This is an optimization exercise on Yosys and OpenROAD, whose aim is small area, a short achievable clock period and few clock cycles, not a production implementation.
Function was checked by simulation only, so behaviour that the tests miss may differ from the original.

[flow/config.mk]
export PLATFORM = sky130hd
export DESIGN_NAME = JAM
export DESIGN_NICKNAME = JAM
export VERILOG_FILES = /design/flow/design.v
export SDC_FILE = /design/flow/constraint.sdc
export NUM_CORES = 4
export LEC_CHECK = 0
export CAP_MARGIN = 20
export CORE_MARGIN = 2
export CORE_UTILIZATION = 40
export PLACE_DENSITY = 0.6
export SLEW_MARGIN = 20
[flow/constraint.sdc]
create_clock -name core_clock -period 5.0 [get_ports {CLK}]
set_input_delay 1.0000 -clock core_clock [delete_from_list [all_inputs] [get_ports {CLK}]]
set_output_delay 1.0000 -clock core_clock [all_outputs]
set_load 0.01 [all_outputs]
[flow/design.v]
module JAM (
input CLK,
input RST,
output reg [2:0] W,
output reg [2:0] J,
input [6:0] Cost,
output reg [3:0] MatchCount,
output reg [9:0] MinCost,
output reg Valid );
localparam S_SCAN  = 3'd0;
localparam S_TRANS = 3'd1;
localparam S_UPD   = 3'd2;
localparam S_AUG   = 3'd3;
localparam S_CNT   = 3'd4;
localparam S_IDLE  = 3'd5;
reg [2:0] st;
reg [2:0] i;                  
reg [6:0] uq [0:7];           
reg [6:0] nv [0:7];           
reg [6:0] m  [0:7];           
reg [7:0] minf;               
reg [2:0] way [0:7];          
reg [2:0] p  [0:7];           
reg [7:0] pv;                 
reg [7:0] used;               
reg [63:0] bm;                
reg       bdone;              
reg [2:0] lv;                 
reg [7:0] a;                  
reg [9:0] s;                  
reg [6:0] mj;                 
reg       mjinf;
reg [6:0] bestm;
reg       bestinf;
reg [2:0] bestj;
reg [3:0] f;                  
function [3:0] first_zero;    
	input [7:0] msk;
	input [3:0] lo;
	integer k;
	begin
		first_zero = 4'd0;
		for (k = 7; k >= 0; k = k - 1)
			if (!msk[k] && k >= lo)
				first_zero = {1'b1, k[2:0]};
	end
endfunction
function [3:0] first_one;
	input [7:0] msk;
	integer k;
	begin
		first_one = 4'd0;
		for (k = 7; k >= 0; k = k - 1)
			if (msk[k])
				first_one = {1'b1, k[2:0]};
	end
endfunction
wire [9:0] key  = {3'd0, Cost} + s;
wire       kfin = (key[9:7] == 3'd0);
wire       klt  = key[6:0] < mj;
wire       kltb = key[6:0] < bestm;
wire       kupd = kfin & (mjinf | klt);
wire       better = kupd ? (bestinf | kltb) : (~mjinf & (bestinf | (mj < bestm)));
wire [3:0] nxt  = first_zero(used, {1'b0, J} + 4'd1);
wire [7:0] usedb = used | (8'd1 << bestj);
wire [3:0] fzb  = first_zero(usedb, 4'd0);
wire [3:0] fou  = first_one(used);
wire [7:0] anew = {1'b0, uq[bestj]} - {1'b0, bestm};
wire [3:0] jn   = first_one(used & ~(8'd1 << J));
wire [6:0] diff = bestm - mj;
wire [2:0] wr = way[J];
reg  [2:0] nxc;
integer k;
always @(*) begin
	nxc = 3'd0;
	for (k = 0; k < 8; k = k + 1)
		if (pv[k] && p[k] == wr)
			nxc = k[2:0];
end
wire [2:0] in1 = i + 3'd1;
wire [3:0] jp1 = {1'b0, J} + 4'd1;
wire [3:0] jnb = (jp1 == {1'b0, i}) ? jp1 + 4'd1 : jp1;    
wire       rowend = jnb[3];
wire [2:0] jfirst = (in1 == 3'd0) ? 3'd1 : 3'd0;           
reg  [63:0] bmw;
reg  [7:0] rdy;              
integer q;
always @(*) begin
	bmw = bm;
	for (q = 0; q < 8; q = q + 1) begin
		bmw[q * 9] = 1'b1;
		rdy[q] = bdone | (q < i);
	end
end
wire [7:0] row  = bmw[{lv, 3'd0} +: 8];
wire [7:0] ge   = 8'hff << f[2:0];
wire [7:0] cand = row & ~used & (f[3] ? 8'd0 : ge);
wire [3:0] c1   = first_one(cand);
wire [7:0] nu   = used | (8'd1 << c1[2:0]);
reg        ok;
always @(*) begin
	ok = 1'b1;
	for (q = 0; q < 8; q = q + 1)
		if (q > lv && rdy[q] && ((bmw[q * 8 +: 8] & ~nu) == 8'd0))
			ok = 1'b0;
end
wire [2:0] lm1  = lv - 3'd1;
wire [2:0] sp   = way[lm1];
reg  [2:0] nidx;
reg  [2:0] qidx;
reg  [7:0] sub;
always @(*) begin
	nidx = nxt[2:0];
	qidx = in1;
	sub = a;
	case (st)
	S_SCAN:  begin nidx = nxt[2:0]; sub = a; end
	S_TRANS: begin nidx = pv[bestj] ? fzb[2:0] : fou[2:0]; sub = pv[bestj] ? anew : 8'd0; end
	S_UPD:   begin nidx = jn[2:0];  sub = 8'd0; end
	S_AUG:   begin nidx = (i == 3'd7) ? 3'd1 : 3'd0;     qidx = 3'd0; sub = (i != 3'd7) ? 8'd0 : (J == 3'd0) ? {1'b0, bestm} : {1'b0, uq[0]}; end
	default: begin nidx = rowend ? jfirst : jnb[2:0]; qidx = rowend ? in1 : i; sub = {1'b0, uq[qidx]}; end
	endcase
end
wire [6:0] nport = nv[nidx];
wire [6:0] mport = m[nidx];
wire [9:0] snext = {3'd0, nport} - {{2{sub[7]}}, sub};
always @(posedge CLK or posedge RST) begin
	if (RST) begin
		st <= S_SCAN;
		i <= 3'd0;
		W <= 3'd0;
		J <= 3'd0;
		a <= 8'd0;
		s <= 10'd0;
		mj <= 7'd0;
		mjinf <= 1'b1;
		minf <= 8'hff;
		bestinf <= 1'b1;
		bestm <= 7'd0;
		bestj <= 3'd0;
		used <= 8'd0;
		pv <= 8'd0;
		f <= 4'd0;
		bdone <= 1'b0;
		lv <= 3'd0;
		for (k = 0; k < 8; k = k + 1)
			nv[k] <= 7'd0;
		MinCost <= 10'd0;
		MatchCount <= 4'd0;
		Valid <= 1'b0;
	end else begin
		case (st)
		S_SCAN: begin
			if (kupd) begin
				m[J] <= key[6:0];
				minf[J] <= 1'b0;
				way[J] <= W;
			end
			if (better) begin
				bestm <= kupd ? key[6:0] : mj;
				bestj <= J;
				bestinf <= 1'b0;
			end
			if (nxt[3]) begin
				J <= nxt[2:0];
				s <= snext;
				mj <= mport;
				mjinf <= minf[nxt[2:0]];
			end else
				st <= S_TRANS;
		end
		S_TRANS: begin
			bestinf <= 1'b1;
			if (pv[bestj]) begin
				a <= anew;
				used[bestj] <= 1'b1;
				W <= p[bestj];
				J <= fzb[2:0];
				s <= snext;
				mj <= mport;
				mjinf <= minf[fzb[2:0]];
				st <= S_SCAN;
			end else begin
				MinCost <= MinCost + {3'd0, bestm};
				if (fou[3]) begin
					J <= fou[2:0];
					s <= snext;
					mj <= mport;
					st <= S_UPD;
				end else begin
					J <= bestj;
					st <= S_AUG;
				end
			end
		end
		S_UPD: begin
			nv[J] <= s[6:0] + diff;
			uq[J] <= uq[J] + diff;
			used[J] <= 1'b0;
			if (jn[3]) begin
				J <= jn[2:0];
				s <= snext;
				mj <= mport;
			end else begin
				J <= bestj;
				st <= S_AUG;
			end
		end
		S_AUG: begin
			p[J] <= wr;
			pv[J] <= 1'b1;
			if (wr == i) begin
				uq[J] <= bestm;
				minf <= 8'hff;
				mjinf <= 1'b1;
				a <= 8'd0;
				s <= snext;
				if (i == 3'd7) begin
					i <= 3'd0;
					J <= 3'd1;
					W <= (J == 3'd0) ? wr : p[0];
					st <= S_CNT;
				end else begin
					i <= i + 3'd1;
					J <= 3'd0;
					W <= i + 3'd1;
					st <= S_SCAN;
				end
			end else begin
				uq[J] <= uq[nxc];
				J <= nxc;
			end
		end
		S_CNT: begin
			if (!bdone) begin
				bm[{i, J}] <= (key == 10'd0);
				s <= snext;
				if (rowend) begin
					J <= jfirst;
					i <= in1;
					W <= p[in1];
					if (i == 3'd7)
						bdone <= 1'b1;
				end else
					J <= jnb[2:0];
			end
			if (rdy[lv]) begin
				if (c1[3] && !ok)
					f <= {1'b0, c1[2:0]} + 4'd1;
				else if (c1[3] && lv != 3'd7) begin
					way[lv] <= c1[2:0];
					used[c1[2:0]] <= 1'b1;
					lv <= lv + 3'd1;
					f <= 4'd0;
				end else begin
					if (c1[3])
						MatchCount <= MatchCount + 4'd1;
					if (lv == 3'd0) begin
						Valid <= 1'b1;
						st <= S_IDLE;
					end else begin
						lv <= lm1;
						used[sp] <= 1'b0;
						f <= {1'b0, sp} + 4'd1;
					end
				end
			end
		end
		default: ;
		endcase
	end
end
endmodule
[flow/run.sh]
#!/bin/bash
# synth_recipe.tcl (not shown) runs the flow's synth.tcl, then flattens the netlist and writes it again
# the make line also repeats each setting of config.mk as NAME=value (left out here)
make -C /OpenROAD-flow-scripts/flow DESIGN_CONFIG=/design/flow/config.mk WORK_HOME=/design/flow/orfs CLKGATE_MAP_FILE= SYNTH_SCRIPT=/design/flow/synth_recipe.tcl finish
==> results of run 1 <==
how the worst max path moves through the flow:
stage / from / to
after CTS: J[0] / s[7]
after detailed placement: bestj[0] / s[7]
after floorplan: J[1] / s[7]
after global routing: J[0] / s[6]
final: J[0] / uq[5][2]
after global placement: bestj[0] / s[7]
sequential cells by signal, indices dropped and copies added, names as in the netlist, 7 cells and up:
name	cells
minf	8
p	24
bm	56
bestm	7
a	8
pv	8
mj	7
s	9
nv	56
MinCost	10
used	8
way	24
uq	56
m	56
layout make-up:
type                    instances  area share (%)
multi-input cells            1814            44.6
flip-flops and latches        367            37.5
repair buffers                276            8.29
clock buffers                  60            4.41
well taps                     756            3.45
inverters                      73            1.02
clock inverters                20           0.766
diodes                          1         0.00912
critical path, stage by stage, from the launching register on:
cell	delay, ns
dfrtp_2	0.43
buf_4	0.17
ha_1	0.36
buf_4	0.25
or4_1	0.61
or2_4	0.32
a31oi_1	0.15
buf_4	0.24
xnor2_1	0.12
a311oi_1	0.31
a31oi_1	0.09
o21ai_1	0.22
a31oi_2	0.14
nand2_2	0.26
mux2_1	0.35
a21oi_1	0.29
o21ai_1	0.10
buf_4	0.17
per-stage QoR:
step	worst slack (ns)	area, µm²	util [%]	TNS, ns
floorplan	0.00247	23100	-	0
finish	0.159	27500	48.4	0
detailed placement	-0.114	25600	45.1	-0.573
global placement	-0.0345	25600	45.1	-0.0345
CTS	0.0129	27000	47.6	0
global route	-0.0100	27400	48.4	-0.0163
cells in the final DEF (no fill, tap or decap), types with 52 or more instances in the layout:
cell	count
nand2_1	280
o21ai_0	269
buf_4	230
edfxtp_1	216
nor2_1	153
dfrtp_1	137
a21oi_1	131
ha_1	93
inv_1	67
xnor2_1	53
mux2i_1	52
what timing repair did:
| item | in CTS | in global routing |
|---|---|---|
| setup endpoints to repair | 21 | 101 |
| cloned | 0 | 3 |
| resized for setup | 4 | 84 |
| setup buffers | 0 | 14 |
| pin swaps | 0 | 20 |
cells by family after synthesis:
group / Yosys count / synth area share (%)
AO/OA/AOI/OAI: 835 / 23.3
XOR/XNOR: 76 / 2.89
adder cells (fa/ha/maj): 108 / 6.09
buffers and inverters: 218 / 3.76
flip-flops: 367 / 44.6
multiplexers: 118 / 5.81
AND/OR/NAND/NOR: 676 / 13.5
per-layer routing:
layer / global-route usage, % / up-vias / wire length (µm)
met1: 40.4 / 10400 / 38000
met5: 0 / - / 13
li1: - / 9371 / -
met2: 41.7 / 1031 / 36500
met3: 4.30 / 132 / 6820
met4: 6.19 / 2 / 1770
==> results.json, run 1 <==
{
  "finalHoldViolCount": 0,
  "cts_tree": "done",
  "worst_slew_pin_slew_ns": 0.987,
  "grtUsageTotal_pct": 27.3,
  "first_global_vias": 19900,
  "hold_end": "MinCost[9]",
  "cts-htree-levels": 2,
  "synth-edff-count": 216,
  "syn_area_um2": 23000,
  "finalMaxSlewViolations": 0,
  "ys_seq_area_share_pct": 44.6,
  "min_from": "MinCost[9]",
  "drtIter0Drc": 2633,
  "antenna_found_initial": 1,
  "synthFlopType": "edfxtp_1",
  "layout.cells.non_filler": 3367,
  "clk_pin_slew_worst_paths_ns": 0.06,
  "numCtsBuffers": 43,
  "numPortBuffers": 29,
  "hpwl_um": 62000,
  "syn_nets": 2515,
  "critPathCaptureType": "register",
  "area.sequential_um2": 10300,
  "multi_input_area_um2": 12200,
  "clockBufferDepth": 3,
  "cp.arrival_ns": 5.17,
  "drv_cap": 0,
  "pin_count": 30,
  "synth_top_area_share_pct": 28.2,
  "area_growth_pct": 19.2,
  "cts_hold_buf": 0,
  "place_inst": 3269,
  "timing.slew.headroom_pct": 33.5,
  "grt_max_degree": 116,
  "setup_violations": 0,
  "async_flop_share_pct": 41.1,
  "synth_cell_types": 96,
  "drive_above_1_share_pct": 18.1,
  "initial_core_util_pct": 40.6,
  "gr-total-overflow": 0,
  "core_area_um2": 56700,
  "yosysTopAreaCell": "edfxtp_1",
  "dr_total_vias": 20900,
  "vias_per_cell": 6.21,
  "crit_fanout": 9,
  "chipHeight_um": 244,
  "required_ns": 5.33,
  "clockRootBuffer": "clkbuf_16",
  "die_w_um": 244,
  "syn_area_per_cell_um2": 9.61,
  "synthTopCellsByArea": "edfxtp_1, dfrtp_1, o21ai_0",
  "route.detailed.drc": 0,
  "die-area_um2": 59500,
  "num_rows": 87,
  "synth_commonest_cells": "o21ai_0, nand2_1, edfxtp_1, nor2_1, a21oi_1",
  "reg2reg_to": "uq[5][2]",
  "clock-sinks": 367,
  "path_class": "register to register",
  "postSynthCellCount": 2398,
  "hold-path-cell-count": 1,
  "fill_cells": 5277,
  "firstDrtPassIters": 7,
  "clk_latency_ns": 0.59,
  "min_period_over_period_pct": 96.8,
  "hold_path.class": "register to register",
  "yosysWarningCount": 6,
  "grt_pass1_wl_um": 125000,
  "ff2ff_path_depth": 17,
  "routedWlPerCell_um": 24.7,
  "rrSetupSlack_ns": 0.16,
  "start_kind": "register",
  "holdWs_ns": 0.473,
  "synth_seq_cells": 367,
  "min_period_ns": 4.84,
  "outcome": "timing/DRC/antenna clean",
  "ant_nets": 0,
  "place.gp.congestion": 0.961,
  "nets": 2692,
  "routed_wl_um": 83200,
  "synthMostInstantiatedCell": "o21ai_0",
  "reg2reg_from": "J[0]",
  "fin_worst_skew_ns": 0.0185,
  "fmax_ghz": 0.207
}
Testbench counts, summed over its fixed seeds: cycles 3,315.
==> inputs of run 2 (changes only) <==
--- a/flow/design.v
+++ b/flow/design.v
@@ -106,6 +106,8 @@
 end
 wire [2:0] lm1  = lv - 3'd1;
 wire [2:0] sp   = way[lm1];
+wire       trmode   = (st == S_TRANS) | ((st == S_SCAN) & ~nxt[3]);
+wire       do_trans = (st == S_TRANS) | ((st == S_SCAN) & ~nxt[3] & ~better & ~bestinf);
 reg  [2:0] nidx;
 reg  [2:0] qidx;
 reg  [7:0] sub;
@@ -113,7 +115,7 @@
 	nidx = nxt[2:0];
 	qidx = in1;
 	sub = a;
-	case (st)
+	case (trmode ? S_TRANS : st)
 	S_SCAN:  begin nidx = nxt[2:0]; sub = a; end
 	S_TRANS: begin nidx = pv[bestj] ? fzb[2:0] : fou[2:0]; sub = pv[bestj] ? anew : 8'd0; end
 	S_UPD:   begin nidx = jn[2:0];  sub = 8'd0; end
@@ -121,7 +123,7 @@
 	default: begin nidx = rowend ? jfirst : jnb[2:0]; qidx = rowend ? in1 : i; sub = {1'b0, uq[qidx]}; end
 	endcase
 end
-wire [6:0] nport = nv[nidx];
+wire [6:0] nport = pv[nidx] ? nv[nidx] : 7'd0;    
 wire [6:0] mport = m[nidx];
 wire [9:0] snext = {3'd0, nport} - {{2{sub[7]}}, sub};
 always @(posedge CLK or posedge RST) begin
@@ -143,8 +145,6 @@
 		f <= 4'd0;
 		bdone <= 1'b0;
 		lv <= 3'd0;
-		for (k = 0; k < 8; k = k + 1)
-			nv[k] <= 7'd0;
 		MinCost <= 10'd0;
 		MatchCount <= 4'd0;
 		Valid <= 1'b0;
@@ -166,32 +166,8 @@
 				s <= snext;
 				mj <= mport;
 				mjinf <= minf[nxt[2:0]];
-			end else
+			end else if (better | bestinf)
 				st <= S_TRANS;
-		end
-		S_TRANS: begin
-			bestinf <= 1'b1;
-			if (pv[bestj]) begin
-				a <= anew;
-				used[bestj] <= 1'b1;
-				W <= p[bestj];
-				J <= fzb[2:0];
-				s <= snext;
-				mj <= mport;
-				mjinf <= minf[fzb[2:0]];
-				st <= S_SCAN;
-			end else begin
-				MinCost <= MinCost + {3'd0, bestm};
-				if (fou[3]) begin
-					J <= fou[2:0];
-					s <= snext;
-					mj <= mport;
-					st <= S_UPD;
-				end else begin
-					J <= bestj;
-					st <= S_AUG;
-				end
-			end
 		end
 		S_UPD: begin
 			nv[J] <= s[6:0] + diff;
@@ -209,6 +185,8 @@
 		S_AUG: begin
 			p[J] <= wr;
 			pv[J] <= 1'b1;
+			if (!pv[J])
+				nv[J] <= 7'd0;                 
 			if (wr == i) begin
 				uq[J] <= bestm;
 				minf <= 8'hff;
@@ -268,6 +246,35 @@
 		end
 		default: ;
 		endcase
+		if (do_trans) begin
+			bestinf <= 1'b1;
+			if (pv[bestj]) begin
+				a <= anew;
+				used[bestj] <= 1'b1;
+				W <= p[bestj];
+				J <= fzb[2:0];
+				s <= snext;
+				if (st == S_SCAN && fzb[2:0] == J && kupd) begin
+					mj <= key[6:0];            
+					mjinf <= 1'b0;
+				end else begin
+					mj <= mport;
+					mjinf <= minf[fzb[2:0]];
+				end
+				st <= S_SCAN;
+			end else begin
+				MinCost <= MinCost + {3'd0, bestm};
+				if (fou[3]) begin
+					J <= fou[2:0];
+					s <= snext;
+					mj <= mport;
+					st <= S_UPD;
+				end else begin
+					J <= bestj;
+					st <= S_AUG;
+				end
+			end
+				end
 	end
 end
 endmodule
--- a/flow/config.mk
+++ b/flow/config.mk
@@ -9,4 +9,5 @@
 export CORE_MARGIN = 2
 export CORE_UTILIZATION = 40
 export PLACE_DENSITY = 0.6
+export SETUP_SLACK_MARGIN = 0.3
 export SLEW_MARGIN = 20
==> run 2 against run 1 <==
Compared with the run above: the layout now fails its checks (negative setup slack); clock skew is 0.0025 ns higher; die area grew 1.8%; first-iteration DRC count up 9.4%; final cell count up 3.8%; core utilization increased by 3.6 points; worst hold slack improved by 0.010 ns; synthesized cell count fell by 1.8%; sequential share of layout area decreased by 2.2 points; register-to-register slack got worse by 0.23 ns; critical path type unchanged; largest cell class unchanged; highest routed layer unchanged.
==> results.json, run 2 <==
{
  "synth-edff-count": 272,
  "area_growth_pct": 28.1,
  "start_kind": "register",
  "path_buf_inv": 9,
  "synthFlopType": "edfxtp_1",
  "grt_max_degree": 57,
  "path_class": "register to register",
  "syn_area_um2": 23400,
  "preCtsSetupSlack_ns": -0.299,
  "synthTopCellsByArea": "edfxtp_1, dfrtp_1, ha_1",
  "worst_slew_pin_slew_ns": 1.10,
  "min_period_ns": 5.07,
  "die_w_um": 246,
  "synth_cell_types": 88,
  "vias_per_cell": 6.25,
  "rsz0062_at_grt": "true",
  "drtIter0Drc": 2881,
  "core_area_um2": 57800,
  "slowest_delay_ns": 0.55,
  "syn_area_per_cell_um2": 9.96,
  "routed_wl_um": 90900,
  "critPathMostFrequentCell": "buf_4",
  "first_global_vias": 21000,
  "cts_tree": "done",
  "holdWs_ns": 0.483,
  "crit_fanout": 10,
  "async_flop_share_pct": 26.1,
  "cts_hold_buf": 0,
  "num_rows": 88,
  "grtUsageTotal_pct": 29.4,
  "startpoint": "lv[1]",
  "synth_commonest_cells": "edfxtp_1, nand2_1, o21ai_0, nor2_1, a21oi_1",
  "cp-endpoint": "lv[1]",
  "ant_nets": 0,
  "route.detailed.drc": 0,
  "finish.utilization_pct": 52.0,
  "cts-htree-levels": 2,
  "numPortBuffers": 29,
  "gr-total-overflow": 0,
  "clock-sinks": 368,
  "timing.slew.headroom_pct": 25.9,
  "firstDrtPassIters": 9,
  "synth_seq_cells": 368,
  "clockRootBuffer": "clkbuf_16",
  "synthMostInstantiatedCell": "edfxtp_1",
  "numCtsBuffers": 43,
  "hold_path.class": "register to register",
  "final_cell_mix": "buf_4, edfxtp_1, nand2_1",
  "setup_violations": 17,
  "reg2reg_to": "lv[1]",
  "drive_above_1_share_pct": 25.9,
  "crit_family": "compound AO/OA/AOI/OAI gates",
  "place.gp.congestion": 1.04,
  "clockBufferDepth": 3,
  "ff2ff_path_depth": 25,
  "min_period_over_period_pct": 101,
  "rrSetupSlack_ns": -0.07,
  "n_antenna_cell": 0,
  "clk_latency_ns": 0.59,
  "reg2reg_from": "lv[1]",
  "fin_ws_ns": -0.0676,
  "critPathCaptureType": "register",
  "yosysWarningCount": 6,
  "cp.depth": 25,
  "routedWlPerCell_um": 26.0,
  "crit_path_top_delay_cell": "dfrtp_4",
  "fin_worst_skew_ns": 0.0210,
  "chipHeight_um": 246,
  "grt_pass1_wl_um": 134000,
  "antenna_found_initial": 4,
  "drv_cap": 0,
  "syn_nets": 2474,
  "clk_pin_slew_worst_paths_ns": 0.05,
  "so_faults": "negative setup slack",
  "yosysTopAreaCell": "edfxtp_1",
  "postSynthCellCount": 2354,
  "synth_top_area_share_pct": 34.8,
  "hpwl_um": 68300,
  "initial_core_util_pct": 40.6,
  "required_ns": 5.46,
  "pin_count": 30,
  "dr_total_vias": 21800,
  "finalHoldViolCount": 0,
  "final_common_cell": "buf_4",
  "cp.arrival_ns": 5.52,
  "finalMaxSlewViolations": 0,
  "ys_seq_area_share_pct": 45.1,
  "fmax_ghz": 0.197,
  "nets": 2816,
  "die-area_um2": 60600,
  "outcome": "finished with violations"
}
## run 2: worst min path at each step
stage | from | end | slack (ns) | cells past startpoint
2_1_floorplan | minf[6] | minf[6] | 0.46 | 2
3_3_place_gp | MinCost[9] | MinCost[9] | 0.47 | 1
3_5_place_dp | MatchCount[3] | MatchCount[3] | 0.47 | 1
4_1_cts | MatchCount[3] | MatchCount[3] | 0.49 | 1
5_1_grt | MatchCount[3] | MatchCount[3] | 0.50 | 1
6_report | MatchCount[3] | MatchCount[3] | 0.48 | 1
## run 2: layout make-up
cell class | instances | area [µm²]
Timing Repair Buffer | 424 | 3630
Fill cell | 5174 | 27800
Tap cell | 765 | 957
Multi-Input combinational cell | 1784 | 13200
Sequential cell | 368 | 10600
Clock buffer | 50 | 1120
Inverter | 75 | 295
Clock inverter | 28 | 255
## run 2: metal layers
metal | up-vias | part of all wire, % | track usage, %
li1 | 9711 | - | -
met1 | 10800 | 44 | 42.1
met2 | 1167 | 44 | 45.4
met3 | 187 | 9.4 | 5.99
met4 | 2 | 2.7 | 7.43
met5 | - | 0.014 | 0
## run 2: cell families (layout without fill, tap and decap cells)
family,count (synthesis),count (layout),share of synthesized area (%)
xor+xnor,77,77,2.88
compound gates,792,792,22.8
simple gates,688,688,13.8
buf+inv,202,577,3.44
flops,368,368,45.1
mux,116,116,5.76
fa+ha+maj,111,111,6.15
## run 2: timing repair
| action | CTS | global route |
|---|---|---|
| gates resized for setup | 105 | 110 |
| buffers inserted | 37 | 27 |
| pin swaps | 50 | 54 |
| setup endpoints to repair | 105 | 135 |
| cloned | 0 | 1 |
## run 2: per-stage QoR
stage               cells  TNS (ns)  instance area (µm²)
finish               3494    -0.683                30000
floorplan            2354         0                23900
detailed placement   3351     -5.76                27200
global route         3494     -5.96                30000
CTS                  3466         0                29400
global placement     3351     -4.01                27200
Testbench counts of run 2, summed over its fixed seeds: cycles 3,111.
==> inputs of run 3 (changes only) <==
--- a/flow/design.v
+++ b/flow/design.v
@@ -24,7 +24,7 @@
 reg [7:0] pv;                 
 reg [7:0] used;               
 reg [63:0] bm;                
-reg       bdone;              
+reg [7:0] rdy;                
 reg [2:0] lv;                 
 reg [7:0] a;                  
 reg [9:0] s;                  
@@ -33,7 +33,7 @@
 reg [6:0] bestm;
 reg       bestinf;
 reg [2:0] bestj;
-reg [3:0] f;                  
+reg [7:0] fm;                 
 function [3:0] first_zero;    
 	input [7:0] msk;
 	input [3:0] lo;
@@ -83,25 +83,22 @@
 wire       rowend = jnb[3];
 wire [2:0] jfirst = (in1 == 3'd0) ? 3'd1 : 3'd0;           
 reg  [63:0] bmw;
-reg  [7:0] rdy;              
 integer q;
+wire [7:0] deeper = 8'hfe << lv;
 always @(*) begin
 	bmw = bm;
-	for (q = 0; q < 8; q = q + 1) begin
+	for (q = 0; q < 8; q = q + 1)
 		bmw[q * 9] = 1'b1;
-		rdy[q] = bdone | (q < i);
-	end
 end
 wire [7:0] row  = bmw[{lv, 3'd0} +: 8];
-wire [7:0] ge   = 8'hff << f[2:0];
-wire [7:0] cand = row & ~used & (f[3] ? 8'd0 : ge);
+wire [7:0] cand = row & ~used & fm;
 wire [3:0] c1   = first_one(cand);
 wire [7:0] nu   = used | (8'd1 << c1[2:0]);
 reg        ok;
 always @(*) begin
 	ok = 1'b1;
 	for (q = 0; q < 8; q = q + 1)
-		if (q > lv && rdy[q] && ((bmw[q * 8 +: 8] & ~nu) == 8'd0))
+		if (deeper[q] && rdy[q] && ((bmw[q * 8 +: 8] & ~nu) == 8'd0))
 			ok = 1'b0;
 end
 wire [2:0] lm1  = lv - 3'd1;
@@ -142,8 +139,8 @@
 		bestj <= 3'd0;
 		used <= 8'd0;
 		pv <= 8'd0;
-		f <= 4'd0;
-		bdone <= 1'b0;
+		fm <= 8'hff;
+		rdy <= 8'd0;
 		lv <= 3'd0;
 		MinCost <= 10'd0;
 		MatchCount <= 4'd0;
@@ -210,26 +207,25 @@
 			end
 		end
 		S_CNT: begin
-			if (!bdone) begin
+			if (!rdy[7]) begin
 				bm[{i, J}] <= (key == 10'd0);
 				s <= snext;
 				if (rowend) begin
+					rdy[i] <= 1'b1;
 					J <= jfirst;
 					i <= in1;
 					W <= p[in1];
-					if (i == 3'd7)
-						bdone <= 1'b1;
 				end else
 					J <= jnb[2:0];
 			end
 			if (rdy[lv]) begin
 				if (c1[3] && !ok)
-					f <= {1'b0, c1[2:0]} + 4'd1;
+					fm <= fm & ~(8'd1 << c1[2:0]);
 				else if (c1[3] && lv != 3'd7) begin
 					way[lv] <= c1[2:0];
 					used[c1[2:0]] <= 1'b1;
 					lv <= lv + 3'd1;
-					f <= 4'd0;
+					fm <= 8'hff;
 				end else begin
 					if (c1[3])
 						MatchCount <= MatchCount + 4'd1;
@@ -239,7 +235,7 @@
 					end else begin
 						lv <= lm1;
 						used[sp] <= 1'b0;
-						f <= {1'b0, sp} + 4'd1;
+						fm <= 8'hfe << sp;
 					end
 				end
 			end
==> run 3 against run 2 <==
Compared with the run above: the layout still fails its checks (negative setup slack); critical path depth is 2 lower; die area is 2.2% higher; synthesized cell count is 2.3% higher; design area is 2.3% higher; count of clock-buffer cells in the layout is 1 lower; maximum frequency is 0.95% lower; first-iteration DRC count is 3.1% higher; flip-flop and latch count is 11 higher; critical path type unchanged.
==> results.json, run 3 <==
{
  "min_from": "MatchCount[3]",
  "final_area_um2": 30700,
  "ff2ff_path_depth": 23,
  "vias_per_cell": 6.26,
  "hold_end": "MatchCount[3]",
  "layout.cells.non_filler": 3584,
  "area.sequential_um2": 10900,
  "clk_latency_ns": 0.61,
  "synthMostInstantiatedCell": "edfxtp_1",
  "multi_input_area_um2": 13300,
  "min_period_ns": 5.12,
  "die-area_um2": 61900,
  "grtUsageTotal_pct": 29.3,
  "reg2reg_from": "J[1]",
  "hold-path-cell-count": 1,
  "synth_commonest_cells": "edfxtp_1, o21ai_0, nand2_1, nor2_1, a21oi_1",
  "antenna_found_initial": 1,
  "synth_cell_types": 96,
  "hold_path.class": "register to register",
  "fill_cells": 5279,
  "rrSetupSlack_ns": -0.12,
  "finalHoldViolCount": 0,
  "startpoint": "J[1]",
  "setup_violations": 2,
  "drive_above_1_share_pct": 26.8,
  "grt_pass1_wl_um": 138000,
  "clk_pin_slew_worst_paths_ns": 0.06,
  "grt_max_degree": 57,
  "worst_slew_pin_slew_ns": 1.12,
  "numPortBuffers": 29,
  "place.gp.congestion": 1.02,
  "drv_cap": 0,
  "critPathCaptureType": "register",
  "nets": 2900,
  "drtIter0Drc": 2970,
  "so_faults": "negative setup slack",
  "cts-htree-levels": 2,
  "area_growth_pct": 28.3,
  "routed_wl_um": 93600,
  "hpwl_um": 70400,
  "num_rows": 89,
  "fin_worst_skew_ns": 0.0266,
  "required_ns": 5.56,
  "fmax_ghz": 0.195,
  "finalMaxSlewViolations": 0,
  "start_kind": "register",
  "ys_seq_area_share_pct": 45.4,
  "gr-total-overflow": 0,
  "die_w_um": 249,
  "min_period_over_period_pct": 102,
  "cp.arrival_ns": 5.67,
  "path_class": "register to register",
  "place_area_um2": 28000,
  "yosysTopAreaCell": "edfxtp_1",
  "cts_tree": "done",
  "clock-sinks": 379,
  "syn_area_um2": 24000,
  "path_cells": "inv_2 -> ha_4 -> nor2_1 -> a221o_1 -> a211oi_4 -> a211oi_2 -> a211oi_2 -> and2_4 -> mux2i_1 -> mux2_4 -> o21ai_4 -> a21boi_2 -> ha_1 -> nor2b_4 -> o21ai_2 -> nand2b_1 -> a21o_1 -> a21o_1 -> a21oi_2 -> a21oi_1 -> a211o_1 -> a21boi_2 -> a21o_1",
  "chipHeight_um": 249,
  "core_area_um2": 59100,
  "final_common_cell": "buf_4",
  "critPathMostFrequentCell": "a21o_1",
  "first_global_vias": 21500,
  "final_cell_mix": "buf_4, edfxtp_1, nand2_1",
  "postSynthCellCount": 2409,
  "crit_fanout": 7,
  "reg2reg_to": "s[9]",
  "synth_seq_cells": 379,
  "firstDrtPassIters": 20,
  "route.detailed.drc": 0,
  "fin_ws_ns": -0.116,
  "timing.slew.headroom_pct": 24.7,
  "crit_path_top_delay_cell": "dfrtp_2",
  "pin_count": 30,
  "syn_nets": 2534,
  "place_inst": 3451,
  "async_flop_share_pct": 28.2,
  "routedWlPerCell_um": 26.1,
  "syn_area_per_cell_um2": 9.95,
  "synthFlopType": "edfxtp_1",
  "synth-edff-count": 272,
  "synthTopCellsByArea": "edfxtp_1, dfrtp_1, ha_1",
  "ant_nets": 0,
  "rsz0062_at_grt": "true",
  "clockRootBuffer": "clkbuf_16",
  "dr_total_vias": 22400,
  "clockBufferDepth": 3,
  "numCtsBuffers": 44,
  "outcome": "finished with violations",
  "cts_hold_buf": 0,
  "initial_core_util_pct": 40.5,
  "slowest_delay_ns": 0.44,
  "yosysWarningCount": 6,
  "synth_top_area_share_pct": 34.1
}
run 3: layout make-up:
class	instances	share of cell area [%]
multi-input combinational	1810	43.2
antenna	1	0.00814
tap	773	3.15
clock buffer	49	3.74
clock inverter	32	0.989
sequential	379	35.4
timing repair buffer	451	12.4
inverter	89	1.14
run 3: cell families (layout without fill, tap and decap cells):
| logic type | after synthesis | count (layout) | synth area share (%) |
|---|---|---|---|
| xor gates and xnor gates | 73 | 73 | 2.67 |
| and+or+nand+nor | 713 | 713 | 14.1 |
| adders and majority gates | 116 | 116 | 6.28 |
| muxes | 121 | 121 | 5.89 |
| other | 0 | 1 | 0 |
| DFF | 379 | 379 | 45.4 |
| buffers and inverters | 220 | 621 | 3.63 |
| AOI/OAI and AO/OA | 787 | 787 | 22.1 |
run 3: metal layers:
metal	wire [µm]	GRT usage (%)	vias up
met5	0	0	-
li1	-	-	9929
met3	9760	6.72	198
met4	3260	9.94	0
met1	39900	41.4	11000
met2	40700	44.2	1282
run 3: metrics by stage:
stage               utilization, %  hold slack (ns)  worst slack (ns)  setup TNS, ns
floorplan                        -            0.432             0.274              0
global placement              47.3            0.460            -0.304          -3.51
detailed placement            47.3            0.472            -0.359          -9.10
CTS                           50.8            0.481           -0.0466        -0.0910
global route                  52.0            0.497            -0.269         -0.563
finish                        52.0            0.468            -0.116         -0.231
run 3: repair_timing:
item,in CTS,in global routing
setup endpoints to repair,109,116
cloned,1,3
resized for setup,91,95
pin swaps,29,44
setup buffers,25,22
run 3: how the worst max path moves through the flow:
stage            to  slack (ns)
2_1_floorplan  s[8]        0.27
3_3_place_gp   s[8]       -0.30
3_5_place_dp   s[8]       -0.36
4_1_cts        s[8]       -0.05
5_1_grt        s[8]       -0.27
6_report       s[9]       -0.12
run 3: worst max-delay path: cells and delay by family (launching register included):
kind,cells,cell delay [ns]
compound gates,14,2.95
fa+ha+maj,2,0.61
simple gates,4,0.56
flops,1,0.44
mux,2,0.41
buf+inv,1,0.09
Testbench counts of run 3, summed over its fixed seeds: cycles 3,111.
==> inputs of run 4 (changes only) <==
--- a/flow/config.mk
+++ b/flow/config.mk
@@ -9,5 +9,4 @@
 export CORE_MARGIN = 2
 export CORE_UTILIZATION = 40
 export PLACE_DENSITY = 0.6
-export SETUP_SLACK_MARGIN = 0.3
 export SLEW_MARGIN = 20
==> run 4 against run 3 <==
Compared with the run above: still fails the layout checks on negative setup slack; setup slack better by 0.027 ns; core utilization grew 0.44 points; clock skew shrank 0.0046 ns; count of clock-buffer cells in the layout up 1; worst hold slack better by 0.011 ns; die area stayed put; routed wire length up 7.6%; critical path depth rose by 2; critical endpoint unchanged; highest routed layer is now met5.
==> results.json, run 4 <==
{
  "outcome": "finished with violations",
  "so_faults": "negative setup slack",
  "place_inst": 3522,
  "synth_top_area_share_pct": 34.1,
  "core_area_um2": 59100,
  "setup_violations": 2,
  "n_antenna_cell": 0,
  "fmax_ghz": 0.196,
  "first_global_vias": 22100,
  "layout.cells.non_filler": 3653,
  "firstDrtPassIters": 20,
  "ant_nets": 0,
  "fin_worst_skew_ns": 0.0219,
  "drtIter0Drc": 2800,
  "hold-path-cell-count": 1,
  "dr_total_vias": 22800,
  "cts_hold_buf": 0,
  "syn_area_per_cell_um2": 9.95,
  "hold_path.class": "register to register",
  "numCtsBuffers": 45,
  "rrSetupSlack_ns": -0.09,
  "area_growth_pct": 29.4,
  "synthFlopType": "edfxtp_1",
  "drv_cap": 0,
  "ys_seq_area_share_pct": 45.4,
  "grtUsageTotal_pct": 31.8,
  "start_kind": "register",
  "crit_fanout": 4,
  "async_flop_share_pct": 28.2,
  "reg2reg_from": "J[1]",
  "die-area_um2": 61900,
  "fin_ws_ns": -0.0898,
  "routedWlPerCell_um": 27.6,
  "rsz0062_at_grt": "true",
  "syn_area_um2": 24000,
  "min_period_over_period_pct": 102,
  "synth_commonest_cells": "edfxtp_1, o21ai_0, nand2_1, nor2_1, a21oi_1",
  "cts-htree-levels": 2,
  "synthTopCellsByArea": "edfxtp_1, dfrtp_1, ha_1",
  "clock-sinks": 379,
  "synth_seq_cells": 379,
  "vias_per_cell": 6.24,
  "yosysWarningCount": 6,
  "grt_pass1_wl_um": 148000,
  "chipHeight_um": 249,
  "nets": 2968,
  "syn_nets": 2534,
  "place_area_um2": 28300,
  "antenna_found_initial": 7,
  "yosysTopAreaCell": "edfxtp_1",
  "min_period_ns": 5.09,
  "finalMaxSlewViolations": 0,
  "path_class": "register to register",
  "critPathCaptureType": "register",
  "ff2ff_path_depth": 25,
  "route.detailed.drc": 0,
  "final_area_um2": 31000,
  "clockRootBuffer": "clkbuf_16",
  "cp.arrival_ns": 5.60,
  "grt_max_degree": 62,
  "cts_tree": "done",
  "pin_count": 30,
  "num_rows": 89,
  "gr-total-overflow": 0,
  "synth-edff-count": 272,
  "hpwl_um": 76800,
  "timing.slew.headroom_pct": 28.4,
  "postSynthCellCount": 2409,
  "finalHoldViolCount": 0,
  "initial_core_util_pct": 40.5,
  "final_common_cell": "buf_4",
  "tns_ns": -0.158,
  "worst_slew_pin_slew_ns": 1.07,
  "place.gp.congestion": 1.06,
  "synth_cell_types": 96,
  "die_w_um": 249,
  "clockBufferDepth": 3,
  "routed_wl_um": 101000,
  "synthMostInstantiatedCell": "edfxtp_1",
  "min_from": "MinCost[9]",
  "fill_cells": 5273,
  "hold_end": "MinCost[9]",
  "clk_pin_slew_worst_paths_ns": 0.07,
  "clk_latency_ns": 0.62,
  "numPortBuffers": 29,
  "final_cell_mix": "buf_4, edfxtp_1, nand2_1",
  "reg2reg_to": "s[9]",
  "drive_above_1_share_pct": 26.7,
  "required_ns": 5.51
}
[run 4: cell families (layout without fill, tap and decap cells)]
family                   count (synthesis)  count (layout)  synth area share (%)
adder cells (fa/ha/maj)                116             116                  6.28
XOR/XNOR                                73              73                  2.67
multiplexers                           121             121                  5.89
buffers and inverters                  220             691                  3.63
AO/OA/AOI/OAI                          787             787                  22.1
AND/OR/NAND/NOR                        713             713                  14.1
flip-flops                             379             379                  45.4
[run 4: area by class of cell]
cell class	count	area [µm²]	share of cell area, %
clock buffers	50	1140	3.69
clock inverters	34	488	1.57
inverters	89	342	1.10
multi-input cells	1810	13000	41.8
flip-flops and latches	379	10900	35.1
well taps	773	967	3.12
repair buffers	518	4230	13.7
[run 4: through the flow]
stage,worst slack [ns],utilization [%],hold slack (ns)
finish,-0.0898,52.4,0.480
global placement,-0.673,47.8,0.455
detailed placement,-0.725,47.8,0.475
floorplan,0.00633,-,0.432
global route,-0.186,52.4,0.500
CTS,-0.000864,51.5,0.487
[run 4: how the worst max path moves through the flow]
stage | endpoint | startpoint | slack [ns] | cells after the start
floorplan | s[8] | J[0] | 0.006 | 26
global placement | s[9] | J[0] | -0.67 | 23
detailed placement | s[8] | J[0] | -0.72 | 23
CTS | s[8] | J[1] | -0.0009 | 28
global route | s[9] | J[1] | -0.19 | 26
finish | s[9] | J[1] | -0.09 | 25
[run 4: repair_timing]
item | 4_1_cts | 5_1_grt
setup endpoints to repair | 42 | 97
resized for setup | 69 | 90
setup buffers | 26 | 23
gates cloned | 1 | 2
hold endpoints to repair | 0 | 0
pin swaps | 28 | 50
[run 4: per-layer routing]
| layer | routed length, µm | track usage (%) |
|---|---|---|
| met1 | 43500 | 44.4 |
| met2 | 44700 | 49.3 |
| met3 | 8590 | 5.52 |
| met4 | 3890 | 11.8 |
| met5 | 27 | 0 |
[run 4: critical path, cell delays in order (launching register included)]
cell and delay (ns):
dfrtp_2 0.46, ha_4 0.20, ha_4 0.27, a221o_1 0.38
a211oi_2 0.21, buf_4 0.17, a211oi_4 0.07, buf_4 0.15
a211oi_4 0.23, and2_4 0.23, mux2i_1 0.10, mux2_4 0.32
o21ai_4 0.21, o221ai_2 0.14, ha_2 0.23, fa_2 0.41
nor2b_2 0.14, o21ai_2 0.06, nand2b_1 0.09, a21o_1 0.12
a21o_1 0.14, a21oi_2 0.07, buf_4 0.16, o22ai_4 0.14
a21boi_2 0.08, a21o_1 0.17
==> inputs of run 5 (changes only) <==
--- a/flow/design.v
+++ b/flow/design.v
@@ -120,7 +120,7 @@
 	default: begin nidx = rowend ? jfirst : jnb[2:0]; qidx = rowend ? in1 : i; sub = {1'b0, uq[qidx]}; end
 	endcase
 end
-wire [6:0] nport = pv[nidx] ? nv[nidx] : 7'd0;    
+wire [6:0] nport = nv[nidx];
 wire [6:0] mport = m[nidx];
 wire [9:0] snext = {3'd0, nport} - {{2{sub[7]}}, sub};
 always @(posedge CLK or posedge RST) begin
@@ -142,6 +142,8 @@
 		fm <= 8'hff;
 		rdy <= 8'd0;
 		lv <= 3'd0;
+		for (k = 0; k < 8; k = k + 1)
+			nv[k] <= 7'd0;
 		MinCost <= 10'd0;
 		MatchCount <= 4'd0;
 		Valid <= 1'b0;
@@ -182,8 +184,6 @@
 		S_AUG: begin
 			p[J] <= wr;
 			pv[J] <= 1'b1;
-			if (!pv[J])
-				nv[J] <= 7'd0;                 
 			if (wr == i) begin
 				uq[J] <= bestm;
 				minf <= 8'hff;
==> run 5 against run 4 <==
Compared with the run above: still fails the layout checks on negative setup slack; synthesized cell count rose by 3.1%; register-to-register slack got worse by 0.02 ns; core utilization fell by 3.1 points; critical endpoint is now s[8].
==> results.json, run 5 <==
{
  "clockBufferDepth": 3,
  "rrSetupSlack_ns": -0.11,
  "synth-edff-count": 216,
  "pin_count": 30,
  "min_period_ns": 5.11,
  "fmax_ghz": 0.196,
  "yosysTopAreaCell": "edfxtp_1",
  "cts-htree-levels": 2,
  "reg2reg_to": "s[8]",
  "clockRootBuffer": "clkbuf_16",
  "final_common_cell": "buf_4",
  "gr-total-overflow": 0,
  "cts_tree": "done",
  "ff2ff_path_depth": 25,
  "so_faults": "negative setup slack",
  "antenna_found_initial": 1,
  "initial_core_util_pct": 40.3,
  "chipHeight_um": 251,
  "critPathCaptureType": "register",
  "reg2reg_from": "J[1]",
  "place_inst": 3450,
  "core_area_um2": 60200,
  "postSynthCellCount": 2484,
  "preCtsSetupSlack_ns": -0.279,
  "fill_cells": 5489,
  "place.gp.congestion": 0.993,
  "nets": 2860,
  "hpwl_um": 68700,
  "numCtsBuffers": 47,
  "min_period_over_period_pct": 102,
  "rsz0062_at_grt": "true",
  "drive_above_1_share_pct": 21.7,
  "synth_seq_cells": 379,
  "final_area_um2": 29700,
  "final_cell_mix": "buf_4, nand2_1, o21ai_0",
  "area_growth_pct": 22.2,
  "syn_area_per_cell_um2": 9.78,
  "crit_path_top_delay_cell": "a2111oi_4",
  "start_kind": "register",
  "clk_pin_slew_worst_paths_ns": 0.06,
  "fin_ws_ns": -0.106,
  "routedWlPerCell_um": 25.7,
  "synth_top_area_share_pct": 26.7,
  "ys_seq_area_share_pct": 43.6,
  "synth_commonest_cells": "nand2_1, o21ai_0, edfxtp_1, nor2_1, dfrtp_1",
  "drtIter0Drc": 2707,
  "required_ns": 5.50,
  "layout.cells.non_filler": 3557,
  "die_w_um": 251,
  "vias_per_cell": 6.23,
  "numPortBuffers": 29,
  "hold_path.class": "register to register",
  "grt_pass1_wl_um": 136000,
  "timing.slew.headroom_pct": 21.9,
  "yosysWarningCount": 6,
  "slowest_delay_ns": 0.52,
  "cp-endpoint": "s[8]",
  "synthMostInstantiatedCell": "nand2_1",
  "place_area_um2": 27500,
  "finalHoldViolCount": 0,
  "setup_violations": 2,
  "first_global_vias": 21500,
  "worst_slew_pin_slew_ns": 1.16,
  "clock-sinks": 379,
  "async_flop_share_pct": 43.0,
  "num_rows": 90,
  "route.detailed.drc": 0,
  "syn_area_um2": 24300,
  "syn_nets": 2609,
  "cp.depth": 25,
  "fin_worst_skew_ns": 0.0370,
  "drv_cap": 0,
  "routed_wl_um": 91200,
  "grtUsageTotal_pct": 28.4,
  "firstDrtPassIters": 9,
  "crit_family": "compound AO/OA/AOI/OAI gates",
  "synthFlopType": "edfxtp_1",
  "synthTopCellsByArea": "edfxtp_1, dfrtp_1, o21ai_0",
  "clk_latency_ns": 0.61,
  "grt_max_degree": 161,
  "crit_fanout": 8,
  "tns_ns": -0.196,
  "die-area_um2": 62800,
  "path_class": "register to register",
  "outcome": "finished with violations",
  "finish.utilization_pct": 49.3,
  "synth_cell_types": 112,
  "ant_nets": 0,
  "path_buf_inv": 4,
  "finalMaxSlewViolations": 0,
  "startpoint": "J[1]",
  "cp.arrival_ns": 5.61,
  "dr_total_vias": 22200,
  "holdWs_ns": 0.469
}
run 5: cell types whose count changed after synthesis, sizes merged, moves of 18 or more:
cell	before	now
o21ai	258	285
edfxtp	272	216
nand2	231	285
a22oi	55	35
dfrtp	89	145
nor2	197	161
mux2	30	48
run 5: worst min path at each step:
stage,slack (ns),start,end,depth (start not counted)
2_1_floorplan,0.43,rdy[0],rdy[0],1
3_3_place_gp,0.46,MatchCount[3],MatchCount[3],1
3_5_place_dp,0.46,MatchCount[3],MatchCount[3],1
4_1_cts,0.47,MatchCount[3],MatchCount[3],1
5_1_grt,0.49,MinCost[9],MinCost[9],1
6_report,0.47,MatchCount[3],MatchCount[3],1
run 5: worst register-to-register path, delay by kind of cell (launching register included):
kind,cells,cell delay (ns)
compound gates,11,1.93
simple gates,8,1.55
buf+inv,4,0.57
fa+ha+maj,2,0.55
flops,1,0.42
run 5: cell type report:
type	instances	area [µm²]	area share [%]
antenna	1	2.50	0.00843
clock inverter	26	312	1.05
timing repair buffer	343	2900	9.76
tap	782	978	3.30
clock buffer	62	1250	4.22
sequential	379	10600	35.7
inverter	87	338	1.14
multi-input combinational	1877	13300	44.9
run 5: logic make-up after synthesis:
logic type | synth area share [%]
buf+inv | 3.91
xor+xnor | 2.92
fa+ha+maj | 6.19
simple gates | 13.9
flops | 43.6
mux | 6.94
compound gates | 22.6
run 5: timing repair:
action / in CTS / in global routing
gates resized for setup: 13 / 100
setup endpoints to repair: 38 / 97
buffers inserted: 5 / 11
hold buffers: 0 / 0
pin swaps: 4 / 34
cloned: 0 / 3
run 5: routing by layer:
layer,wire length (µm),vias to the layer above,part of all wire (%),global-route usage (%)
li1,-,9858,-,-
met1,38500,10800,42,39.2
met2,39700,1231,44,42.9
met3,9540,233,10,7.41
met4,3430,2,3.8,10.5
met5,12,-,0.013,0
Testbench counts of run 5, summed over its fixed seeds: cycles 3,111.
==> inputs of run 6 (changes only) <==
--- a/flow/design.v
+++ b/flow/design.v
@@ -45,6 +45,20 @@
 				first_zero = {1'b1, k[2:0]};
 	end
 endfunction
+function amo;                 
+	input [7:0] x;
+	reg [3:0] a2, o2;
+	reg a4l, a4h, o4l, o4h;
+	begin
+		a2 = {~(x[7] & x[6]), ~(x[5] & x[4]), ~(x[3] & x[2]), ~(x[1] & x[0])};
+		o2 = {x[7] | x[6], x[5] | x[4], x[3] | x[2], x[1] | x[0]};
+		a4h = a2[3] & a2[2] & ~(o2[3] & o2[2]);
+		a4l = a2[1] & a2[0] & ~(o2[1] & o2[0]);
+		o4h = o2[3] | o2[2];
+		o4l = o2[1] | o2[0];
+		amo = a4h & a4l & ~(o4h & o4l);
+	end
+endfunction
 function [3:0] first_one;
 	input [7:0] msk;
 	integer k;
@@ -83,24 +97,24 @@
 wire       rowend = jnb[3];
 wire [2:0] jfirst = (in1 == 3'd0) ? 3'd1 : 3'd0;           
 reg  [63:0] bmw;
+reg  [7:0] bad;               
+reg  [7:0] fr;
 integer q;
 wire [7:0] deeper = 8'hfe << lv;
 always @(*) begin
 	bmw = bm;
 	for (q = 0; q < 8; q = q + 1)
 		bmw[q * 9] = 1'b1;
+	bad = 8'd0;
+	for (q = 0; q < 8; q = q + 1) begin
+		fr = bmw[q * 8 +: 8] & ~used;
+		if (deeper[q] && rdy[q] && amo(fr))
+			bad = bad | fr | {8{fr == 8'd0}};
+	end
 end
 wire [7:0] row  = bmw[{lv, 3'd0} +: 8];
-wire [7:0] cand = row & ~used & fm;
+wire [7:0] cand = row & ~used & fm & ~bad;
 wire [3:0] c1   = first_one(cand);
-wire [7:0] nu   = used | (8'd1 << c1[2:0]);
-reg        ok;
-always @(*) begin
-	ok = 1'b1;
-	for (q = 0; q < 8; q = q + 1)
-		if (deeper[q] && rdy[q] && ((bmw[q * 8 +: 8] & ~nu) == 8'd0))
-			ok = 1'b0;
-end
 wire [2:0] lm1  = lv - 3'd1;
 wire [2:0] sp   = way[lm1];
 wire       trmode   = (st == S_TRANS) | ((st == S_SCAN) & ~nxt[3]);
@@ -120,7 +134,7 @@
 	default: begin nidx = rowend ? jfirst : jnb[2:0]; qidx = rowend ? in1 : i; sub = {1'b0, uq[qidx]}; end
 	endcase
 end
-wire [6:0] nport = nv[nidx];
+wire [6:0] nport = pv[nidx] ? nv[nidx] : 7'd0;    
 wire [6:0] mport = m[nidx];
 wire [9:0] snext = {3'd0, nport} - {{2{sub[7]}}, sub};
 always @(posedge CLK or posedge RST) begin
@@ -142,8 +156,6 @@
 		fm <= 8'hff;
 		rdy <= 8'd0;
 		lv <= 3'd0;
-		for (k = 0; k < 8; k = k + 1)
-			nv[k] <= 7'd0;
 		MinCost <= 10'd0;
 		MatchCount <= 4'd0;
 		Valid <= 1'b0;
@@ -184,6 +196,8 @@
 		S_AUG: begin
 			p[J] <= wr;
 			pv[J] <= 1'b1;
+			if (!pv[J])
+				nv[J] <= 7'd0;                 
 			if (wr == i) begin
 				uq[J] <= bestm;
 				minf <= 8'hff;
@@ -219,9 +233,7 @@
 					J <= jnb[2:0];
 			end
 			if (rdy[lv]) begin
-				if (c1[3] && !ok)
-					fm <= fm & ~(8'd1 << c1[2:0]);
-				else if (c1[3] && lv != 3'd7) begin
+				if (c1[3] && lv != 3'd7) begin
 					way[lv] <= c1[2:0];
 					used[c1[2:0]] <= 1'b1;
 					lv <= lv + 3'd1;
--- a/flow/config.mk
+++ b/flow/config.mk
@@ -9,4 +9,5 @@
 export CORE_MARGIN = 2
 export CORE_UTILIZATION = 40
 export PLACE_DENSITY = 0.6
+export SETUP_SLACK_MARGIN = 0.3
 export SLEW_MARGIN = 20
==> run 6 against run 5 <==
Compared with the run above: still fails the layout checks on negative setup slack; setup slack worse by 0.30 ns; sequential share of layout area decreased by 0.54 points; global-route usage rose by 1.7 points; final cell count is 3.4% higher; first-iteration DRC count is 11% higher; flip-flop and latch count unchanged; worst hold slack lost 0.0023 ns.
==> results.json, run 6 <==
{
  "outcome": "finished with violations",
  "so_faults": "negative setup slack",
  "drv_cap": 0,
  "numCtsBuffers": 44,
  "multi_input_area_um2": 13700,
  "synthSimpleGateAreaFrac_pct": 15.4,
  "start_kind": "register",
  "num_rows": 91,
  "ys_seq_area_share_pct": 43.9,
  "synth_cell_types": 108,
  "chipHeight_um": 253,
  "holdWs_ns": 0.467,
  "firstDrtPassIters": 8,
  "place_inst": 3541,
  "synthFlopType": "edfxtp_1",
  "final_area_um2": 30900,
  "syn_area_um2": 24700,
  "layout.cells.non_filler": 3678,
  "ff2ff_path_depth": 28,
  "synth_commonest_cells": "edfxtp_1, o21ai_0, nand2_1, nor2_1, a21oi_1",
  "fin_worst_skew_ns": 0.0273,
  "fmax_ghz": 0.185,
  "place.gp.congestion": 1.02,
  "synth_top_family_by_area": "compound AO/OA/AOI/OAI gates",
  "clock-sinks": 379,
  "ant_nets": 0,
  "hold-path-cell-count": 1,
  "core_area_um2": 61400,
  "synth-xor-area-share_pct": 2.86,
  "die_w_um": 253,
  "synth_compound_area_share_pct": 22.7,
  "vias_per_cell": 6.30,
  "hold_path.class": "register to register",
  "drive_above_1_share_pct": 25.4,
  "synth-edff-count": 272,
  "postSynthCellCount": 2495,
  "synthTopCellsByArea": "edfxtp_1, dfrtp_1, ha_1",
  "synth_seq_cells": 379,
  "initial_core_util_pct": 40.3,
  "syn_nets": 2618,
  "hpwl_um": 73900,
  "synth_top_area_share_pct": 33.0,
  "rrSetupSlack_ns": -0.40,
  "finalHoldViolCount": 0,
  "setup_violations": 3,
  "min_period_over_period_pct": 108,
  "min_period_ns": 5.40,
  "required_ns": 5.49,
  "drtIter0Drc": 2998,
  "synthMostInstantiatedCell": "edfxtp_1",
  "clockRootBuffer": "clkbuf_16",
  "slowest_delay_ns": 0.43,
  "area_growth_pct": 25.1,
  "clk_pin_slew_worst_paths_ns": 0.06,
  "final_common_cell": "buf_4",
  "crit_path_top_delay_cell": "dfrtp_2",
  "yosysWarningCount": 6,
  "clk_latency_ns": 0.61,
  "first_global_vias": 22400,
  "grtUsageTotal_pct": 30.1,
  "syn_area_per_cell_um2": 9.91,
  "dr_total_vias": 23200,
  "fin_ws_ns": -0.405,
  "routedWlPerCell_um": 26.6,
  "place_area_um2": 28400,
  "yosysTopAreaCell": "edfxtp_1",
  "synthAdderAreaFrac_pct": 5.98,
  "crit_fanout": 7,
  "area.sequential_um2": 10900,
  "route.detailed.drc": 0,
  "final_cell_mix": "buf_4, edfxtp_1, o21ai_0",
  "synthMuxAreaShare_pct": 5.28,
  "timing.slew.headroom_pct": 30.2,
  "critPathCaptureType": "register",
  "grt_max_degree": 57,
  "numPortBuffers": 29,
  "worst_slew_pin_slew_ns": 1.04,
  "path_class": "register to register",
  "finalMaxSlewViolations": 0,
  "nets": 2974,
  "routed_wl_um": 97800,
  "pin_count": 30,
  "antenna_found_initial": 5,
  "die-area_um2": 63800,
  "async_flop_share_pct": 28.2,
  "cts_tree": "done",
  "cts-htree-levels": 2,
  "rsz0062_at_grt": "true",
  "cp.arrival_ns": 5.90,
  "clockBufferDepth": 3,
  "gr-total-overflow": 0,
  "cts_hold_buf": 0,
  "fill_cells": 5506,
  "grt_pass1_wl_um": 144000
}
-- run 6: cell count changes in the layout (fill, tap and decap cells not counted), moves of 23 or more --
| cell | previous run | this run |
|---|---|---|
| buf_4 | 287 | 386 |
| nor2_1 | 154 | 198 |
| a21oi_1 | 116 | 139 |
| o21ai_0 | 267 | 220 |
| dfrtp_1 | 141 | 87 |
| edfxtp_1 | 216 | 272 |
| mux2i_1 | 72 | 46 |
| nand2_1 | 282 | 218 |
| nand2b_1 | 33 | 72 |
-- run 6: stage by stage --
stage / TNS [ns] / util (%) / setup slack, ns
after floorplan: -0.563 / - / -0.282
after global placement: -9.33 / 46.4 / -0.469
after detailed placement: -16.12 / 46.4 / -0.480
after CTS: -0.964 / 49.3 / -0.342
after global routing: -1.90 / 50.4 / -0.620
final: -1.04 / 50.4 / -0.405
-- run 6: critical path: cells and delay by family (launching register included) --
family,cells,cell delay (ns)
DFF,1,0.43
and+or+nand+nor,9,1.65
AOI/OAI and AO/OA,12,1.77
adders and majority gates,4,0.99
buffers and inverters,3,0.44
-- run 6: area by class of cell --
type / count / share of cell area [%]
Tap cell: 790 / 3.19
Inverter: 79 / 0.995
Clock inverter: 22 / 0.975
Timing Repair Buffer: 446 / 11.7
Multi-Input combinational cell: 1901 / 44.2
Clock buffer: 59 / 3.81
Sequential cell: 379 / 35.1
Antenna cell: 2 / 0.0162
-- run 6: worst paths after layout --
kind | start | endpoint
max in group asynchronous | RST | Valid
setup / recovery | J[0] | s[9]
min in group asynchronous | RST | pv[7]
hold / removal | MinCost[9] | MinCost[9]
setup reg to reg | J[0] | s[9]
hold reg to reg | MinCost[9] | MinCost[9]
-- run 6: per-layer routing --
| layer | track usage (%) | vias to the layer above | share of wire (%) |
|---|---|---|---|
| met5 | 0 | - | 0 |
| met4 | 8.00 | 0 | 2.8 |
| met3 | 7.58 | 203 | 11 |
| met2 | 43.9 | 1318 | 42 |
| met1 | 44.2 | 11400 | 44 |
| li1 | - | 10300 | - |
-- run 6: cell families after synthesis --
| family | count (synthesis) |
|---|---|
| adders and majority gates | 114 |
| AOI/OAI and AO/OA | 826 |
| DFF | 379 |
| buffers and inverters | 216 |
| and+or+nand+nor | 782 |
| muxes | 98 |
| xor gates and xnor gates | 80 |
-- run 6: repair_timing --
| action | in CTS | in global routing |
|---|---|---|
| cloned | 1 | 0 |
| buffers inserted | 20 | 33 |
| hold endpoints to repair | 0 | 0 |
| resized for setup | 46 | 100 |
| pin swaps | 22 | 58 |
| setup endpoints to repair | 77 | 111 |
Testbench counts of run 6, summed over its fixed seeds: cycles 3,065.

## separate check: timing with driven ports
In the flow no input, the clock included, has a driving cell. The finished layouts below were timed again as built, in two steps. Step 1: set_driving_cell puts a clkbuf_16 on CLK and a buf_2 on each other input, an assumption about the parent block. Step 2, shift: input delay + t, output delay - t, t = (earliest + latest rising clock arrival at the registers) / 2. This alone moves slack from input paths to output paths. Three values: ideal ports, drivers, drivers and shift; two values: the first two.
run	t, ns	slack for setup (ns)	hold slack, ns	worst setup path at the end
run 1	0.643	0.159 / 0.159 / -0.050	0.473 / 0.473 / 0.473	input to register
run 2	0.638	-0.068 / -0.068 / -0.291	0.483 / 0.483 / 0.483	input to register
run 3	0.659	-0.116 / -0.116 / -0.190	0.468 / 0.468 / 0.468	input to register
run 4	0.673	-0.090 / -0.090 / -0.305	0.480 / 0.480 / 0.480	input to register
run 5	0.653	-0.106 / -0.106 / -0.333	0.469 / 0.469 / 0.469	input to register
run 6	0.657	-0.405 / -0.405 / -0.405	0.467 / 0.467 / 0.467	register to register
Met with ideal ports but missed after step 2: setup timing in run 1. For run 5, which loses most, drivers alone change the setup slack by 0.000 ns; drivers and shift together by -0.227 ns.
